This is an optimization exercise on Yosys and OpenROAD, whose aim is a short achievable clock period, not a production implementation. In this exercise RTL edits were held to simulation tests only and were not proved equivalent to the original. Power is estimated from default activity; no workload was simulated.

==> try-pepper <==
==> flow/design.v (excerpt) <==
module pqr5_core_top #(
   parameter PC_INIT         = 32'h0000_0000,           
   parameter IS_RF_ON_BRAM   = 0,     
   parameter EN_BPREDICT_DYN = 1,   
   parameter BHT_IDW         = 8,           
   parameter BHT_TYPE        = "flops",          
   parameter BHT_BIAS        = 2'b10,          
   parameter GHRW            = (8+2),              
   parameter EN_RAS          = 1,            
   parameter RAS_DPT         = 8            
)
(   
   input  logic             clk                 ,   
   input  logic             aresetn             ,   
   input  logic             i_ext_stall         ,   
   output logic [32-1:0] o_imem_pc           ,   
   output logic             o_imem_pc_valid     ,   
   input  logic             i_imem_stall        ,   
   input  logic [32-1:0] i_imem_pc           ,   
   input  logic [32-1:0] i_imem_pkt          ,   
   input  logic             i_imem_pkt_valid    ,   
   output logic             o_imem_stall        ,   
   output logic             o_imem_flush        ,   
   output logic             o_dmem_wen          ,   
   output logic [32-1:0] o_dmem_addr         ,   
   output logic [1:0]       o_dmem_size         ,   
   output logic [32-1:0] o_dmem_wdata        ,   
   output logic             o_dmem_req          ,   
   input  logic             i_dmem_stall        ,   
   output logic             o_dmem_flush        ,   
   input  logic [32-1:0] i_dmem_rdata        ,   
   input  logic             i_dmem_ack          ,   
   output logic             o_dmem_stall            
);
==> flow/config.mk <==
export PLATFORM = sky130hd
export DESIGN_NAME = pqr5_core_top
export DESIGN_NICKNAME = pqr5_core_top
export VERILOG_FILES = /design/flow/design.v
export SDC_FILE = /design/flow/constraint.sdc
export NUM_CORES = 4
export LEC_CHECK = 0
export ABC_CLOCK_PERIOD_IN_PS = 4000
export CAP_MARGIN = 35
export CORE_MARGIN = 2
export CORE_UTILIZATION = 40
export PLACE_DENSITY = 0.6
export SETUP_SLACK_MARGIN = 5
export SLEW_MARGIN = 35
export TNS_END_PERCENT = 100
==> flow/constraint.sdc <==
create_clock -name core_clock -period 10.0 [get_ports {clk}]
set_input_delay 2.0000 -clock core_clock [delete_from_list [all_inputs] [get_ports {clk}]]
set_output_delay 2.0000 -clock core_clock [all_outputs]
set_load 0.01 [all_outputs]
standard.sh (not shown) runs the stock make flow with config.mk's settings and CLKGATE_MAP_FILE= SYNTH_SCRIPT=/design/flow/synth_recipe.tcl, a recipe that flattens the netlist after the stock synthesis.
==> flow/flow/run.sh <==
#!/bin/bash
set -euo pipefail
MARGIN=${SETUP_MARGIN_OVERRIDE:-6}
sed -E "s/\"\\$\\{@:-finish\\}\"/SETUP_SLACK_MARGIN=${MARGIN} \"\${@:-finish}\"/" standard.sh > standard_margin.sh
grep -q "SETUP_SLACK_MARGIN=${MARGIN} " standard_margin.sh
bash standard_margin.sh synth > synth.log 2>&1
bash standard_margin.sh floorplan > floorplan.log 2>&1
bash standard_margin.sh place > place.log 2>&1
bash standard_margin.sh cts > cts.log 2>&1
bash standard_margin.sh route > route.log 2>&1
bash standard_margin.sh finish > finish.log 2>&1
test -f out/final.def
==> try-umber: changes against try-pepper <==
--- a/flow/design.v
+++ b/flow/design.v
@@ -827,14 +827,19 @@
    input  logic             i_du_is_u_type      ,
    input  logic [19:0]      i_du_u_type_imm     ,
    input  logic             i_du_is_lui         ,
    input  logic             i_du_instr_rsb      ,
    input  logic             i_du_instr_risb     ,
    input  logic [32-1:0] i_exu_bu_result     ,   
    input  logic [32-1:0] i_exu_alu_result    ,   
+   input  logic [32-1:0] i_exu_alu_sum       ,   
+   input  logic [32-1:0] i_exu_alu_diff      ,   
+   input  logic [32-1:0] i_exu_alu_oth       ,   
+   input  logic             i_nxt_alu_is_add    ,   
+   input  logic             i_nxt_alu_is_sub    ,   
    input  logic             i_exu_bu_sel        ,   
    input  logic [4:0]       i_exu_rdt           ,
    input  logic             i_exu_rdt_not_x0    ,
    input  logic             i_exu_instr_riuj    ,
    input  logic [32-1:0] i_dmem_load_data    ,
    input  logic [32-1:0] i_dmem_rdata        ,   
    input  logic [2:0]       i_maccu_funct3      ,   
@@ -918,22 +923,30 @@
 assign nraw_e1 = i_nxt_exu_riuj & i_nxt_rsb  & n_e1 & i_nxt_exu_nx0 ;
 assign nraw_m1 = i_nxt_mac_riuj & i_nxt_rsb  & n_m1 & i_nxt_mac_nx0 ;
 assign nraw_w1 = i_nxt_wb_riuj  & i_nxt_rsb  & n_w1 & i_nxt_wb_nx0  ;
 logic [9:0] nsel0, nsel1 ;
 assign nsel0 = fwd_sel(nraw_e0, nraw_m0, nraw_w0, i_nxt_bu_sel, i_nxt_mac_is_load) ;
 assign nsel1 = fwd_sel(nraw_e1, nraw_m1, nraw_w1, i_nxt_bu_sel, i_nxt_mac_is_load) ;
 logic s0_ebu, s0_ealu, s0_mld, s0_mwb, s0_wb, s0_rf, s0_pc ;
+logic s0_esum, s0_ediff, s0_eoth, s1_esum, s1_ediff, s1_eoth ;
 logic s1_ebu, s1_ealu, s1_mld, s1_mwb, s1_wb, s1_rf, s1_immi, s1_immu ;
 logic n0, n1 ;
 always_ff @(posedge clk or negedge aresetn) begin
    if (!aresetn) begin
+      {s0_esum, s0_ediff, s0_eoth, s1_esum, s1_ediff, s1_eoth} <= 6'b000000 ;
       {s0_ebu, s0_ealu, s0_mld, s0_mwb, s0_wb, n0, s0_rf, s0_pc}          <= 8'b00000110 ;
       {s1_ebu, s1_ealu, s1_mld, s1_mwb, s1_wb, n1, s1_rf, s1_immi, s1_immu} <= 9'b000001100 ;
    end
    else begin
+      s0_esum  <= nsel0[8] & i_nxt_alu_is_add ;
+      s0_ediff <= nsel0[8] & ~i_nxt_alu_is_add & i_nxt_alu_is_sub ;
+      s0_eoth  <= nsel0[8] & ~i_nxt_alu_is_add & ~i_nxt_alu_is_sub ;
+      s1_esum  <= nsel1[8] & i_nxt_alu_is_add ;
+      s1_ediff <= nsel1[8] & ~i_nxt_alu_is_add & i_nxt_alu_is_sub ;
+      s1_eoth  <= nsel1[8] & ~i_nxt_alu_is_add & ~i_nxt_alu_is_sub ;
       {s0_ebu, s0_ealu, s0_mld, s0_mwb, s0_wb, n0} <= nsel0[9:4] ;
       s0_rf   <= nsel0[4] & ~i_nxt_u_type ;
       s0_pc   <= nsel0[4] &  i_nxt_u_type & ~i_nxt_lui ;
       {s1_ebu, s1_ealu, s1_mld, s1_mwb, s1_wb, n1} <= nsel1[9:4] ;
       s1_rf   <= nsel1[4] & ~(i_nxt_i_type | i_nxt_u_type) ;
       s1_immi <= nsel1[4] &  i_nxt_i_type ;
       s1_immu <= nsel1[4] & ~i_nxt_i_type & i_nxt_u_type ;
@@ -978,36 +991,44 @@
    ld_fwd[7:0]   = ({8{lo[0]}} & rd[7:0])   | ({8{lo[1]}} & rd[15:8]) |
                    ({8{lo[2]}} & rd[23:16]) | ({8{lo[3]}} & rd[31:24]) ;
    ld_fwd[15:8]  = ({8{mid[0]}} & rd[15:8]) | ({8{mid[1]}} & rd[23:16]) |
                    ({8{mid[2]}} & rd[31:24]) | {8{sm}} ;
    ld_fwd[31:16] = ({16{w}} & rd[31:16]) | {16{sh}} ;
 endfunction
 assign o_fwd_op0 = ({32{s0_ebu }} & i_exu_bu_result ) |
-                   ({32{s0_ealu}} & i_exu_alu_result) |
+                   ({32{s0_esum }} & i_exu_alu_sum   ) |
+                   ({32{s0_ediff}} & i_exu_alu_diff  ) |
+                   ({32{s0_eoth }} & i_exu_alu_oth   ) |
                    ld_fwd(i_dmem_rdata, ls0) |
                    ({32{s0_mwb }} & i_maccu_wbdata  ) |
                    ({32{s0_wb  }} & i_wbu_result    ) |
                    ({32{s0_rf  }} & i_rf_op0        ) |
                    ({32{s0_pc  }} & i_du_pc         ) ;
 assign o_fwd_op1 = ({32{s1_ebu }} & i_exu_bu_result ) |
-                   ({32{s1_ealu}} & i_exu_alu_result) |
+                   ({32{s1_esum }} & i_exu_alu_sum   ) |
+                   ({32{s1_ediff}} & i_exu_alu_diff  ) |
+                   ({32{s1_eoth }} & i_exu_alu_oth   ) |
                    ld_fwd(i_dmem_rdata, ls1) |
                    ({32{s1_mwb }} & i_maccu_wbdata  ) |
                    ({32{s1_wb  }} & i_wbu_result    ) |
                    ({32{s1_rf  }} & i_rf_op1        ) |
                    ({32{s1_immi}} & immI            ) |
                    ({32{s1_immu}} & immU            ) ;
 assign o_fwd_rs0 = ({32{s0_ebu }} & i_exu_bu_result ) |
-                   ({32{s0_ealu}} & i_exu_alu_result) |
+                   ({32{s0_esum }} & i_exu_alu_sum   ) |
+                   ({32{s0_ediff}} & i_exu_alu_diff  ) |
+                   ({32{s0_eoth }} & i_exu_alu_oth   ) |
                    ld_fwd(i_dmem_rdata, ls0) |
                    ({32{s0_mwb }} & i_maccu_wbdata  ) |
                    ({32{s0_wb  }} & i_wbu_result    ) |
                    ({32{n0     }} & i_rf_op0        ) ;
 assign o_fwd_rs1 = ({32{s1_ebu }} & i_exu_bu_result ) |
-                   ({32{s1_ealu}} & i_exu_alu_result) |
+                   ({32{s1_esum }} & i_exu_alu_sum   ) |
+                   ({32{s1_ediff}} & i_exu_alu_diff  ) |
+                   ({32{s1_eoth }} & i_exu_alu_oth   ) |
                    ld_fwd(i_dmem_rdata, ls1) |
                    ({32{s1_mwb }} & i_maccu_wbdata  ) |
                    ({32{s1_wb  }} & i_wbu_result    ) |
                    ({32{n1     }} & i_rf_op1        ) ;
 endmodule
 module rf_rdctl (
    input  logic       i_du_rf_rden  ,   
@@ -1555,15 +1576,16 @@
    output logic [32-1:0] o_branch_pc      ,   
    output logic             o_flush              
 );
 logic [32-1:0] nxt_instr_pc_rg               ;   
 logic             branch_taken, branch_taken_rg ;   
 logic             bp_branch_taken_rg            ;   
 logic             en_branch_comp_rg             ;   
-logic [32-1:0] branch_tgt, branch_tgt_rg     ;   
+logic [32-1:0] jalr_tgt_rg, pcb_tgt_rg       ;   
+logic             tgt_is_jalr_rg                ;   
 logic             use_tgt, use_tgt_rg           ;   
 logic             bubble, bubble_rg             ;   
 logic             flush                         ;   
 logic [32-1:0] immI, immB                    ;   
 logic [32-1:0] pc_plus_4                     ;   
 logic [32-1:0] pc_plus_immB                  ;   
 logic [32-1:0] op0_plus_immI                 ;   
@@ -1575,24 +1597,28 @@
 logic is_ras_pred_true ;   
 always_ff @(posedge clk or negedge aresetn) begin
    if (!aresetn) begin
       nxt_instr_pc_rg    <= PC_INIT   ;
       bubble_rg          <= 1'b1      ;
       branch_taken_rg    <= 1'b0      ;
       bp_branch_taken_rg <= 1'b0      ;
-      branch_tgt_rg      <= PC_INIT   ;
+      jalr_tgt_rg        <= PC_INIT   ;
+      pcb_tgt_rg         <= PC_INIT   ;
+      tgt_is_jalr_rg     <= 1'b0      ;
       use_tgt_rg         <= 1'b0      ;
       ovr_bp_sts_btaken_rg <= 1'b0    ;
    end
    else if (!i_stall) begin 
       nxt_instr_pc_rg    <= pc_plus_4      ;
       bubble_rg          <= bubble         ;  
       branch_taken_rg    <= branch_taken   ;
       bp_branch_taken_rg <= i_ras_ret_taken? is_ras_pred_true : i_branch_taken ;
-      branch_tgt_rg      <= branch_tgt     ;
+      jalr_tgt_rg        <= jalr_branch_addr ;
+      pcb_tgt_rg         <= pc_plus_immB   ;
+      tgt_is_jalr_rg     <= i_is_jalr      ;
       use_tgt_rg         <= use_tgt        ;
       ovr_bp_sts_btaken_rg <= i_ras_ret_taken;   
    end
 end
 logic [32-1:0] ras_cmp_z, ras_cmp_k ;
 assign ras_cmp_z = {i_ras_ret_addr[32-1:1], i_op0[0] ^ immI[0]} ;
 assign ras_cmp_k = (i_op0 & immI) | ((i_op0 | immI) & ~ras_cmp_z) ;
@@ -1659,15 +1685,14 @@
 logic       msb_eq ;
 assign cmp_low              = cmp31(i_op0[30:0], i_op1[30:0]) ;
 assign msb_eq               = ~(i_op0[31] ^ i_op1[31]) ;
 assign is_op0_eq_op1        = msb_eq & cmp_low[0] ;
 assign is_op0_lt_op1        = (~i_op0[31] & i_op1[31]) | (msb_eq & cmp_low[1]) ;
 assign is_sign_op0_lt_op1   = ( i_op0[31] & ~i_op1[31]) | (msb_eq & cmp_low[1]) ;
 always_comb begin
-   branch_tgt = i_is_jalr ? jalr_branch_addr : pc_plus_immB ;
    case ({i_is_jalr, i_is_b_type})
       2'b10   : use_tgt = 1'b1 ;
       2'b01   : use_tgt = branch_taken ;
       default : use_tgt = 1'b0 ;
    endcase
 end
 assign jalr_branch_addr = op0_plus_immI & {{32-1{1'b1}}, 1'b0} ;   
@@ -1677,15 +1702,15 @@
 assign immI          = {{(32-12){i_immI[11]}}, i_immI}             ;   
 assign immB          = {{(32-12){i_immB[11]}}, i_immB[10:0], 1'b0} ;   
 assign pc_plus_4     = i_pc4 ;
 assign op0_plus_immI = ks_add(i_op0, immI, 1'b0) ;
 assign pc_plus_immB  = i_pcb ;
 assign o_nxt_instr_pc = nxt_instr_pc_rg ;
 assign o_branch_taken = branch_taken_rg ;
-assign o_branch_pc    = use_tgt_rg ? branch_tgt_rg : nxt_instr_pc_rg ;
+assign o_branch_pc    = use_tgt_rg ? (tgt_is_jalr_rg ? jalr_tgt_rg : pcb_tgt_rg) : nxt_instr_pc_rg ;
 assign o_bubble       = bubble_rg       ;
 assign o_flush        = flush           ;
 logic is_legal_branch     ;   
 logic upd_ghr, upd_ghr_ff ;   
 logic upd_bht, upd_bht_ff ;   
 assign is_legal_branch = i_is_b_type && (i_funct3 != 3'b010) && (i_funct3 != 3'b011);
 assign upd_ghr = (i_is_j_or_jalr || is_legal_branch) & ~i_bubble ;   
@@ -1725,19 +1750,23 @@
    input  logic             i_stall             ,   
    input  logic             i_bubble            ,   
    input  logic             i_is_alu_op         ,   
    input  logic [32-1:0] i_op0               ,   
    input  logic [32-1:0] i_op1               ,   
    input  logic [3:0]       i_opcode            ,   
    output logic [32-1:0] o_result            ,   
+   output logic [32-1:0] o_sum               ,   
+   output logic [32-1:0] o_diff              ,   
+   output logic [32-1:0] o_oth               ,   
+   output logic             o_nxt_is_add        ,   
+   output logic             o_nxt_is_sub        ,   
    output logic             o_op0_lt_op1        ,   
    output logic             o_sign_op0_lt_op1   ,   
    output logic             o_bubble                
 );
-logic [32-1:0] result             ;   
 logic             is_op0_lt_op1      ;   
 logic             is_sign_op0_lt_op1 ;   
 logic             bubble             ;   
 function automatic logic [32-1:0] ks_add (input logic [32-1:0] a, input logic [32-1:0] b, input logic cin);
    logic [32-1:0] p, g, gg, pp, gn, pn ;
    p  = a ^ b ;
    g  = a & b ;
@@ -1786,36 +1815,49 @@
 assign diff    = ks_add(i_op0, ~i_op1, 1'b1) ;
 assign shl     = i_op0 << i_op1[4:0] ;
 assign shr     = (signed'({op_sra & i_op0[32-1], i_op0}) >>> i_op1[4:0]) ;
 assign cmp_low = cmp31(i_op0[30:0], i_op1[30:0]) ;
 assign msb_eq  = ~(i_op0[31] ^ i_op1[31]) ;
 assign is_op0_lt_op1      = (~i_op0[31] & i_op1[31]) | (msb_eq & cmp_low[1]) ;
 assign is_sign_op0_lt_op1 = ( i_op0[31] & ~i_op1[31]) | (msb_eq & cmp_low[1]) ;
-assign result = ({32{op_add }} & sum            ) |
-                ({32{op_sub }} & diff           ) |
-                ({32{op_xor }} & (i_op0 ^ i_op1)) |
+logic [32-1:0] oth ;
+assign oth    = ({32{op_xor }} & (i_op0 ^ i_op1)) |
                 ({32{op_or  }} & (i_op0 | i_op1)) |
                 ({32{op_and }} & (i_op0 & i_op1)) |
                 ({32{op_sll }} & shl            ) |
                 ({32{op_srl | op_sra}} & shr    ) |
                 {{(32-1){1'b0}}, (op_slt & is_sign_op0_lt_op1) | (op_sltu & is_op0_lt_op1)} ;
 assign bubble             = i_is_alu_op? i_bubble : 1'b1 ;   
-logic [32-1:0] result_rg ;   
+logic [32-1:0] sum_rg, diff_rg, oth_rg ;
+logic             is_add_rg, is_sub_rg ;
 logic             bubble_rg ;   
 always_ff @(posedge clk or negedge aresetn) begin
    if (!aresetn) begin
-      result_rg <= '0   ;
-      bubble_rg <= 1'b1 ;       
+      sum_rg    <= '0   ;
+      diff_rg   <= '0   ;
+      oth_rg    <= '0   ;
+      is_add_rg <= 1'b0 ;
+      is_sub_rg <= 1'b0 ;
+      bubble_rg <= 1'b1 ;
    end
    else if (!i_stall) begin
-      result_rg <= result ;
+      sum_rg    <= sum    ;
+      diff_rg   <= diff   ;
+      oth_rg    <= oth    ;
+      is_add_rg <= op_add ;
+      is_sub_rg <= op_sub ;
       bubble_rg <= bubble ;
    end
 end
-assign o_result          = result_rg          ;
+assign o_result          = is_add_rg ? sum_rg : (is_sub_rg ? diff_rg : oth_rg) ;
+assign o_sum             = sum_rg             ;
+assign o_diff            = diff_rg            ;
+assign o_oth             = oth_rg             ;
+assign o_nxt_is_add      = i_stall ? is_add_rg : op_add ;
+assign o_nxt_is_sub      = i_stall ? is_sub_rg : op_sub ;
 assign o_op0_lt_op1      = is_op0_lt_op1      ;
 assign o_sign_op0_lt_op1 = is_sign_op0_lt_op1 ;
 assign o_bubble          = bubble_rg          ;
 endmodule
 import pqr5_core_pkg :: * ;
 module loadstore_unit (
    input  logic             clk         ,   
@@ -1985,14 +2027,19 @@
    output logic [2:0]       o_maccu_funct3      ,   
    output logic             o_maccu_bubble      ,   
    input  logic             i_maccu_stall       ,   
    output logic [4:0]       o_maccu_rdt_addr    ,   
    output logic [32-1:0] o_maccu_rdt_data    ,   
    output logic [32-1:0] o_maccu_bu_result   ,   
    output logic [32-1:0] o_maccu_alu_result  ,   
+   output logic [32-1:0] o_maccu_alu_sum     ,   
+   output logic [32-1:0] o_maccu_alu_diff    ,   
+   output logic [32-1:0] o_maccu_alu_oth     ,   
+   output logic             o_nxt_alu_is_add    ,   
+   output logic             o_nxt_alu_is_sub    ,   
    output logic             o_maccu_bu_sel      ,   
    output logic             o_maccu_rdt_not_x0  ,   
    output logic             o_maccu_is_macc_op  ,   
    output logic             o_maccu_macc_cmd    ,   
    output logic [32-1:0] o_maccu_macc_addr   ,   
    output logic [1:0]       o_maccu_macc_size   ,   
    output logic [32-1:0] o_maccu_macc_data       
@@ -2082,14 +2129,19 @@
    .aresetn           (aresetn)        ,
    .i_stall           (stall)          ,
    .i_bubble          (du_bubble)      ,
    .i_is_alu_op       (i_du_is_alu_op) ,  
    .i_op0             (alu_op0)        , 
    .i_op1             (alu_op1)        , 
    .i_opcode          (alu_opcode)     ,
+   .o_sum             (o_maccu_alu_sum)  ,
+   .o_diff            (o_maccu_alu_diff) ,
+   .o_oth             (o_maccu_alu_oth)  ,
+   .o_nxt_is_add      (o_nxt_alu_is_add) ,
+   .o_nxt_is_sub      (o_nxt_alu_is_sub) ,
    .o_result          (alu_result)     ,
    .o_op0_lt_op1      (op0_lt_op1)     ,
    .o_sign_op0_lt_op1 (sign_op0_lt_op1) ,
    .o_bubble          (alu_bubble)
 );
 loadstore_unit inst_loadstore_unit (
    .clk         (clk)     ,
@@ -2539,14 +2591,19 @@
 logic             rf_rden0          ;   
 logic             rf_rden1          ;   
 logic [4:0]       rf_rs0_addr       ;   
 logic [4:0]       rf_rs1_addr       ;   
 logic [32-1:0] opfwd_exu_op0     ;
 logic             opfwd_rs0_eq_exu_rdt ;
 logic             exu_pipe_inlock      ;
+logic [32-1:0] exu_maccu_alu_sum    ;
+logic [32-1:0] exu_maccu_alu_diff   ;
+logic [32-1:0] exu_maccu_alu_oth    ;
+logic             nxt_alu_is_add       ;
+logic             nxt_alu_is_sub       ;
 logic [32-1:0] du_exu_pc4           ;
 logic [32-1:0] du_exu_pcb           ;
 logic [2:0]       nxt_mac_funct3       ;
 logic [1:0]       nxt_mac_addr_lsb     ;
 logic             nxt_fu_instr_valid   ;
 logic             nxt_du_pkt_valid     ;
 logic             nxt_mac_bubble       ;
@@ -2851,14 +2908,19 @@
    .i_du_is_u_type      (du_exu_is_u_type)     ,
    .i_du_u_type_imm     (du_exu_u_type_imm)    ,
    .i_du_is_lui         (du_exu_is_lui)        ,
    .i_du_instr_rsb      (du_exu_is_rsb)        ,
    .i_du_instr_risb     (du_exu_is_risb)       ,
    .i_exu_bu_result     (exu_maccu_bu_result)  ,
    .i_exu_alu_result    (exu_maccu_alu_result) ,
+   .i_exu_alu_sum       (exu_maccu_alu_sum)    ,
+   .i_exu_alu_diff      (exu_maccu_alu_diff)   ,
+   .i_exu_alu_oth       (exu_maccu_alu_oth)    ,
+   .i_nxt_alu_is_add    (nxt_alu_is_add)       ,
+   .i_nxt_alu_is_sub    (nxt_alu_is_sub)       ,
    .i_exu_bu_sel        (exu_maccu_bu_sel)     ,
    .i_exu_rdt           (exu_maccu_rdt_addr)   ,
    .i_exu_rdt_not_x0    (exu_maccu_rdt_not_x0) ,
    .i_exu_instr_riuj    (exu_maccu_is_riuj)    ,
    .i_dmem_load_data    (dmem_load_data)       ,
    .i_dmem_rdata        (i_dmem_rdata)         ,
    .i_maccu_funct3      (maccu_wbu_funct3)     ,
@@ -2948,14 +3010,19 @@
    .o_maccu_funct3     (exu_maccu_funct3),
    .o_maccu_bubble     (exu_maccu_bubble),
    .i_maccu_stall      (maccu_exu_stall),
    .o_maccu_rdt_addr   (exu_maccu_rdt_addr),
    .o_maccu_rdt_data   (exu_maccu_rdt_data),
    .o_maccu_bu_result  (exu_maccu_bu_result),
    .o_maccu_alu_result (exu_maccu_alu_result),
+   .o_maccu_alu_sum    (exu_maccu_alu_sum),
+   .o_maccu_alu_diff   (exu_maccu_alu_diff),
+   .o_maccu_alu_oth    (exu_maccu_alu_oth),
+   .o_nxt_alu_is_add   (nxt_alu_is_add),
+   .o_nxt_alu_is_sub   (nxt_alu_is_sub),
    .o_maccu_bu_sel     (exu_maccu_bu_sel),
    .o_maccu_rdt_not_x0 (exu_maccu_rdt_not_x0),
    .o_maccu_is_macc_op (exu_maccu_is_macc_op), 
    .o_maccu_macc_cmd   (exu_maccu_cmd),
    .o_maccu_macc_addr  (exu_maccu_addr),
    .o_maccu_macc_size  (exu_maccu_size),
    .o_maccu_macc_data  (exu_maccu_data)
==> summary of the runs <==
Of try-umber and try-pepper, try-umber has the higher sequential share of layout area (gap 0.26 points). Of try-pepper and try-umber, try-pepper has the higher first-iteration DRC count (gap about 2.2%, measured against try-umber). In try-umber the synthesized area is higher than in try-pepper, by 3.5%. In try-pepper the power is smaller than in try-umber, by about 7%. Sequential power: try-umber is higher than try-pepper (about 7%). In try-umber the combinational power is higher than in try-pepper, by about 10%. Between try-pepper and try-umber, the lower cell count is in try-pepper (gap 1.3%, measured against try-umber). Between try-umber and try-pepper, the lower via count is in try-pepper (gap 1.6%, measured against try-pepper). Against try-umber, the fmax of try-pepper is lower by 0.49%. Flip-flop and latch count: try-umber is higher than try-pepper (100). Against try-pepper, the hold slack of try-umber is worse by 0.0027 ns.
==> figures <==
Via count: try-umber 134,000; try-pepper 132,000
Post-synthesis async set-or-reset flop share: try-umber 52.0%; try-pepper 50.2%
Combinational power: try-umber 13.6 mW; try-pepper 12.1 mW
Maximum number of pins on one net before global-route repair: try-umber 182; try-pepper 166
Die outline width: try-umber 616 µm; try-pepper 606 µm
Status: try-umber finished clean; try-pepper finished clean
Power density of the placed cells: try-umber 218 mW/mm²; try-pepper 208 mW/mm²
Share of final-layout standard cells stronger than drive strength 1: try-umber 25.6%; try-pepper 25.8%
Cell count along the critical path: try-umber 4; try-pepper 17
DRC marker count from the first detailed-route iteration: try-umber 20,000; try-pepper 20,500
Chip height: try-umber 616 µm; try-pepper 606 µm
Crit Path Category: try-umber in -> out; try-pepper in -> reg
Ratio of layout area to synthesized area: try-umber 1.250x; try-pepper 1.258x
Syn nets: try-umber 15,200; try-pepper 15,100
Portion of netlist area occupied by mux cells: try-umber 11.3%; try-pepper 10.2%
Final weighted congestion in routability-driven placement: try-umber 0.994; try-pepper 1.02
Core footprint: try-umber 0.372 mm²; try-pepper 0.360 mm²
Area of the multi-input gates: try-umber 0.0780 mm²; try-pepper 0.0763 mm²
Cell at the slowest stage of the critical path: try-umber a21oi_4; try-pepper a221o_2
Seq_cells: try-umber 2,739; try-pepper 2,639
Critical Path Sink: try-umber o_dmem_wen; try-pepper inst_execution_unit.inst_alu.result_rg[28]
Maximum net fanout on the critical path: try-umber 4; try-pepper 5
Fraction of power consumed by combinational cells: try-umber 33.4%; try-pepper 32.1%

## static timing again, ports no longer ideal
How much do the figures lean on ideal ports? The routed layouts below were timed once more, with nothing changed but the port constraints.
Step 1, drivers: a clkbuf_16 drives clk and a buf_2 each remaining input, both assumed.
Step 2 times the ports against the registers' clock, not the clock port: input delays grow and output delays shrink by t, the midpoint of the rising clock arrivals with the driver on.
Three values: ideal ports, drivers, drivers and shift; two values: the first two.
run	t, ns	setup WS [ns]	worst setup path at the end	worst data-port slew with drivers (ns)	cell pins on the clock port's net
try-pepper	1.056	5.078 / 5.044 / 3.987	input to register	0.40	1
try-umber	1.067	5.102 / 5.040 / 4.062	input to register	0.42	1
After both steps setup and hold are still met in every run listed. For try-pepper, which loses most, drivers alone change the setup slack by -0.034 ns; drivers and shift together by -1.091 ns.
